From an optimization exercise on the open Yosys and OpenROAD flow, aimed at small area, a short achievable clock period and few clock cycles; shortcuts taken in it are not production practice. Only simulation tests tie the RTL to the original design; equivalence was not proved.

run 1:
==> flow/design.v (excerpt) <==
module Milestone1(
		input  logic        CLOCK_50,
		input  logic        Resetn,
		input  logic        start,
		output logic        finish,
		input  logic [15:0] SRAM_read_data,
		output logic [17:0] SRAM_address,
		output logic [15:0] SRAM_write_data,
		output logic        SRAM_we_n
);
Size in the first run: ~2000 cells after synthesis, about 360 flip-flops, about 55 I/O pins, roughly 0.024 mm² of cells after synthesis.
export LEC_CHECK = 0
export ABC_CLOCK_PERIOD_IN_PS = 3000
export CAP_MARGIN = 20
export CORE_MARGIN = 2
export CORE_UTILIZATION = 40
export SLEW_MARGIN = 20
export SYNTH_HIERARCHICAL = 1
export SYNTH_MINIMUM_KEEP_SIZE = 0
create_clock -name core_clock -period 11.5 [get_ports {CLOCK_50}]
standard.sh (not shown) runs the stock make flow with config.mk's settings and CLKGATE_MAP_FILE= SYNTH_SCRIPT=/design/flow/synth_recipe.tcl, a recipe that flattens the netlist after the stock synthesis.
==> flow/flow/run.sh <==
#!/bin/bash
# Standard layout (unchanged synthesis), with timing repair aiming for a
# setup slack margin so that the achieved period, not just 11.5 ns, is
# optimised.  Each run writes its full output to a log of its own.
set -euo pipefail
bash standard.sh SETUP_SLACK_MARGIN=7.8 "BUFFER_PORTS_ARGS=-buffer_cell sky130_fd_sc_hd__buf_2" finish > standard.log 2>&1
Testbench counts of run 1, summed over its fixed seeds: cycles 775,684.
Modified inputs, run 2 compared to run 1
- ABC_CLOCK_PERIOD_IN_PS no longer set, was 3000
diff --git a/flow/flow/run.sh b/flow/flow/run.sh
--- a/flow/flow/run.sh
+++ b/flow/flow/run.sh
@@ -6 +6 @@
-bash standard.sh SETUP_SLACK_MARGIN=7.8 "BUFFER_PORTS_ARGS=-buffer_cell sky130_fd_sc_hd__buf_2" finish > standard.log 2>&1
+bash standard.sh SETUP_SLACK_MARGIN=7.9 "BUFFER_PORTS_ARGS=-buffer_cell sky130_fd_sc_hd__buf_2" finish > standard.log 2>&1
--- outcome ---
What run 1 reported for count of buffers not belonging to the clock network in the layout has to be multiplied by 1.4 to get the figure for run 2. Run 2 against run 1: first-pass GRT wire length barely changed, shortest clock period the worst path allows after layout down 0.0068 ns. The count of placed standard cells in the final layout, fillers left out number comes out lower for run 1 vs run 2. Compared with run 1, in run 2 core utilization rose by 0.77 points; wire length climbed 0.44%; cell count along the critical path increased 1.
Changes in run 3 relative to run 2:
diff --git a/flow/flow/run.sh b/flow/flow/run.sh
--- a/flow/flow/run.sh
+++ b/flow/flow/run.sh
@@ -6 +6 @@
-bash standard.sh SETUP_SLACK_MARGIN=7.9 "BUFFER_PORTS_ARGS=-buffer_cell sky130_fd_sc_hd__buf_2" finish > standard.log 2>&1
+bash standard.sh SETUP_SLACK_MARGIN=7.2 "BUFFER_PORTS_ARGS=-buffer_cell sky130_fd_sc_hd__buf_2" finish > standard.log 2>&1
Findings:
- Run 3 gives more layout filler cell count than run 2 did.
- Run 3 against run 2: met3 global-route usage now sits lower, total number of cells along the worst setup path dropped 1.
- The run with more routed wire is run 2, not run 3.
- | core utilization | run 3 vs run 2 | 2.1 points lower |
Setup changes, run 3 to run 4
- PLACE_DENSITY newly set to 0.75
diff --git a/flow/flow/run.sh b/flow/flow/run.sh
--- a/flow/flow/run.sh
+++ b/flow/flow/run.sh
@@ -6 +6 @@
-bash standard.sh SETUP_SLACK_MARGIN=7.2 "BUFFER_PORTS_ARGS=-buffer_cell sky130_fd_sc_hd__buf_2" finish > standard.log 2>&1
+bash standard.sh SETUP_SLACK_MARGIN=7.8 "BUFFER_PORTS_ARGS=-buffer_cell sky130_fd_sc_hd__buf_2" finish > standard.log 2>&1
==> comparison <==
Changes observed in run 4 relative to run 3: number of non-filler instances in the completed layout +0.91%; post-route cell area +about 2.4%; growth of design area from synthesis to finish +2.7 points; routability-driven placement congestion ratio +3.3%.

---

Setup of run A:
Milestone1, a different RTL version from the one above (not shown whole).
For scale: about 55 I/O pins, about 0.025 mm^2 of cells after synthesis.
==> flow/config.mk <==
export PLATFORM = sky130hd
export DESIGN_NAME = Milestone1
export DESIGN_NICKNAME = Milestone1
export VERILOG_FILES = /design/flow/design.v
export SDC_FILE = /design/flow/constraint.sdc
export NUM_CORES = 4
export LEC_CHECK = 0
export ABC_AREA = 1
export CAP_MARGIN = 20
export CORE_MARGIN = 2
export CORE_UTILIZATION = 40
export SLEW_MARGIN = 20
export SYNTH_HIERARCHICAL = 1
export SYNTH_MINIMUM_KEEP_SIZE = 0
==> flow/constraint.sdc <==
create_clock -name core_clock -period 11.5 [get_ports {CLOCK_50}]
set_input_delay 2.3000 -clock core_clock [delete_from_list [all_inputs] [get_ports {CLOCK_50}]]
set_output_delay 2.3000 -clock core_clock [all_outputs]
set_load 0.01 [all_outputs]
==> flow/flow/run.sh <==
#!/bin/bash
# Standard layout (unchanged synthesis), with timing repair aiming for a
# setup slack margin so that the achieved period, not just 11.5 ns, is
# optimised.  Each run writes its full output to a log of its own.
set -euo pipefail
bash standard.sh SETUP_SLACK_MARGIN=7.8 finish > standard.log 2>&1
Testbench counts of run A, summed over its fixed seeds: cycles 775,684.
Input-level comparison between run B and run A:
Settings: ABC_AREA no longer set, was 1.
For the post-detailed-placement cell area, run B came in 0.0013 mm^2 lower than run A did.
Area fraction in and, or, nand and nor cells after synthesis, run A and run B: larger value in run A
Per the comparison of run B with run A, pre-CTS setup slack went down 0.012 ns; number of inserted filler cells in the final layout went down 522.
Proportion of cell area occupied by registers, run A and run B: smaller value in run A
Termination of the worst setup path: vo[8]$_DFFE_PN_ -> run B, rg_c$_DFF_P_ -> run A
[compare] base=run A new=run B: data-path buffer share of cell area in the final layout up 0.18 points, smallest setup slack after layout down 0.17 ns.

---

== v4 ==
Milestone1 with an RTL version that a note above also has.
Size in the first run: roughly 55 I/O pins, roughly 0.024 mm² of cells after synthesis.
clock: 11.5 ns
lec_check: 0
cap_margin: 20
core_margin: 2
core_utilization: 40
slew_margin: 20
synth_hierarchical: 1
synth_minimum_keep_size: 0
==> flow/flow/run.sh <==
#!/bin/bash
# Standard layout (unchanged synthesis), with timing repair aiming for a
# setup slack margin so that the achieved period, not just 11.5 ns, is
# optimised.  Each run writes its full output to a log of its own.
set -euo pipefail
bash standard.sh SETUP_SLACK_MARGIN=7.4 "BUFFER_PORTS_ARGS=-buffer_cell sky130_fd_sc_hd__buf_2" finish > standard.log 2>&1
Testbench counts of v4, summed over its fixed seeds: cycles 775,684.
Relative to v4, the following input files were edited for v30:
==> flow/flow/run.sh <==
#!/bin/bash
# Standard layout (unchanged synthesis), with timing repair aiming for a
# setup slack margin so that the achieved period, not just 11.5 ns, is
# optimised, and plain buffers on the ports.  Each run writes its full
# output to a log of its own.
set -euo pipefail
bash standard.sh SETUP_SLACK_MARGIN=8.0 "BUFFER_PORTS_ARGS=-buffer_cell sky130_fd_sc_hd__buf_2" finish > standard.log 2>&1
--- outcome ---
- v30: done, clean on timing, DRC and antenna
- v4 → v30: final cell area excluding filler cells increased by about 6% relative to the old numbers, post-route worst hold slack now larger.
- The run showing the greater layout overhead on the synthesized area is v30.
- [v30] count of placed standard cells in the final layout, fillers left out rose about 2.2% relative to v4
- In the tables for v4 and v30, share of the clock period used by the worst path after layout reads higher with v4.
- Diff v4 -> v30: total number of multi-input combinational cells now sits at about the same level; maximum frequency now larger.
> inputs changed (v30 -> v22)
# v30
export LEC_CHECK = 0
export CAP_MARGIN = 20
export CORE_MARGIN = 2
export CORE_UTILIZATION = 40
export SLEW_MARGIN = 20
export SYNTH_HIERARCHICAL = 1
export SYNTH_MINIMUM_KEEP_SIZE = 0
create_clock -name core_clock -period 11.5 [get_ports {CLOCK_50}]
# v22
export LEC_CHECK = 0
export CAP_MARGIN = 20
export CORE_MARGIN = 2
export CORE_UTILIZATION = 40
export GPL_TIMING_DRIVEN = 1
export SLEW_MARGIN = 20
export SYNTH_HIERARCHICAL = 1
export SYNTH_MINIMUM_KEEP_SIZE = 0
create_clock -name core_clock -period 11.5 [get_ports {CLOCK_50}]
==> flow/flow/run.sh <==
#!/bin/bash
# Standard layout (unchanged synthesis), with timing repair aiming for a
# setup slack margin so that the achieved period, not just 11.5 ns, is
# optimised.  Each run writes its full output to a log of its own.
set -euo pipefail
bash standard.sh SETUP_SLACK_MARGIN=7.8 "BUFFER_PORTS_ARGS=-buffer_cell sky130_fd_sc_hd__buf_2" finish > standard.log 2>&1
Findings:
v22 was carried through to the last stage, and its layout satisfied the timing, DRC and antenna checks.
When v22 is measured against v30, its portion of the layout cell area used by clock cells turns out 0.47 points higher.
Comparing v22 with v30, the global-route usage over all layers came out essentially unchanged.
Looking only at upper clock frequency limit, and setting everything else aside, the higher value of v30 and v22 goes to v30.
Global-route met1 utilization sits higher in v22 than in v30.
For v3, these inputs were changed with respect to v22:
# v22
export LEC_CHECK = 0
export CAP_MARGIN = 20
export CORE_MARGIN = 2
export CORE_UTILIZATION = 40
export GPL_TIMING_DRIVEN = 1
export SLEW_MARGIN = 20
export SYNTH_HIERARCHICAL = 1
export SYNTH_MINIMUM_KEEP_SIZE = 0
create_clock -name core_clock -period 11.5 [get_ports {CLOCK_50}]
# v3
export LEC_CHECK = 0
export CAP_MARGIN = 20
export CORE_MARGIN = 2
export CORE_UTILIZATION = 40
export SLEW_MARGIN = 20
export SYNTH_HIERARCHICAL = 1
export SYNTH_MINIMUM_KEEP_SIZE = 0
create_clock -name core_clock -period 11.5 [get_ports {CLOCK_50}]
--- a/flow/flow/run.sh
+++ b/flow/flow/run.sh
@@ -5,2 +5,2 @@
 set -euo pipefail
-bash standard.sh SETUP_SLACK_MARGIN=7.8 "BUFFER_PORTS_ARGS=-buffer_cell sky130_fd_sc_hd__buf_2" finish > standard.log 2>&1
+bash standard.sh SETUP_SLACK_MARGIN=7.6 "BUFFER_PORTS_ARGS=-buffer_cell sky130_fd_sc_hd__buf_2" finish > standard.log 2>&1
## What came out
- Compared with v22, in v3 wire length of the first global-routing pass decreased about 1.4%, worst hold slack shows no meaningful change, setup slack fell by 0.054 ns, number of setup buffers added after CTS dropped 9, number of buffers inserted during clock tree synthesis did not really move.
- Result: PASS for each of v3 and v22
- Relative to v22, share of the cycle needed by the critical path after routing has increased by 0.47 points in v3.

[what the ideal ports hide]
The results above use ideal ports. As a check the final layouts listed here were re-extracted and re-timed, cells and wires unchanged. Step 1: set_driving_cell puts a clkbuf_16 on CLOCK_50 and a buf_2 on each other input, an assumption about the parent block. Step 2, shift: input delay + t, output delay - t, t = (earliest + latest rising clock arrival at the registers) / 2. This alone moves slack from input paths to output paths. a / b / c = ideal / step 1 / step 2; a / b = the first two.
| run | t (ns) | slack for setup (ns) | pins driven straight from the clock port |
|---|---|---|---|
| run 1 | 0.635 | 7.812 / 7.812 / 7.812 | 1 |
| run 2 | 0.633 | 7.819 / 7.819 / 7.819 | 1 |
| run 3 | 0.633 | 7.433 / 7.433 / 7.433 | 1 |
| run 4 | 0.629 | 7.749 / 7.749 / 7.749 | 1 |
| run A | 0.647 | 7.911 / 7.866 / 7.725 | 1 |
| run B | 0.615 | 7.737 / 7.737 / 7.737 | 1 |
| v4 | 0.632 | 7.551 / 7.551 / 7.551 | 1 |
| v30 | 0.621 | 7.847 / 7.847 / 7.847 | 1 |
| v22 | 0.635 | 7.812 / 7.812 / 7.812 | 1 |
| v3 | 0.631 | 7.758 / 7.758 / 7.758 | 1 |
After both steps setup and hold are still met in every run listed. For run A, which loses most, drivers alone change the setup slack by -0.045 ns; drivers and shift together by -0.186 ns.
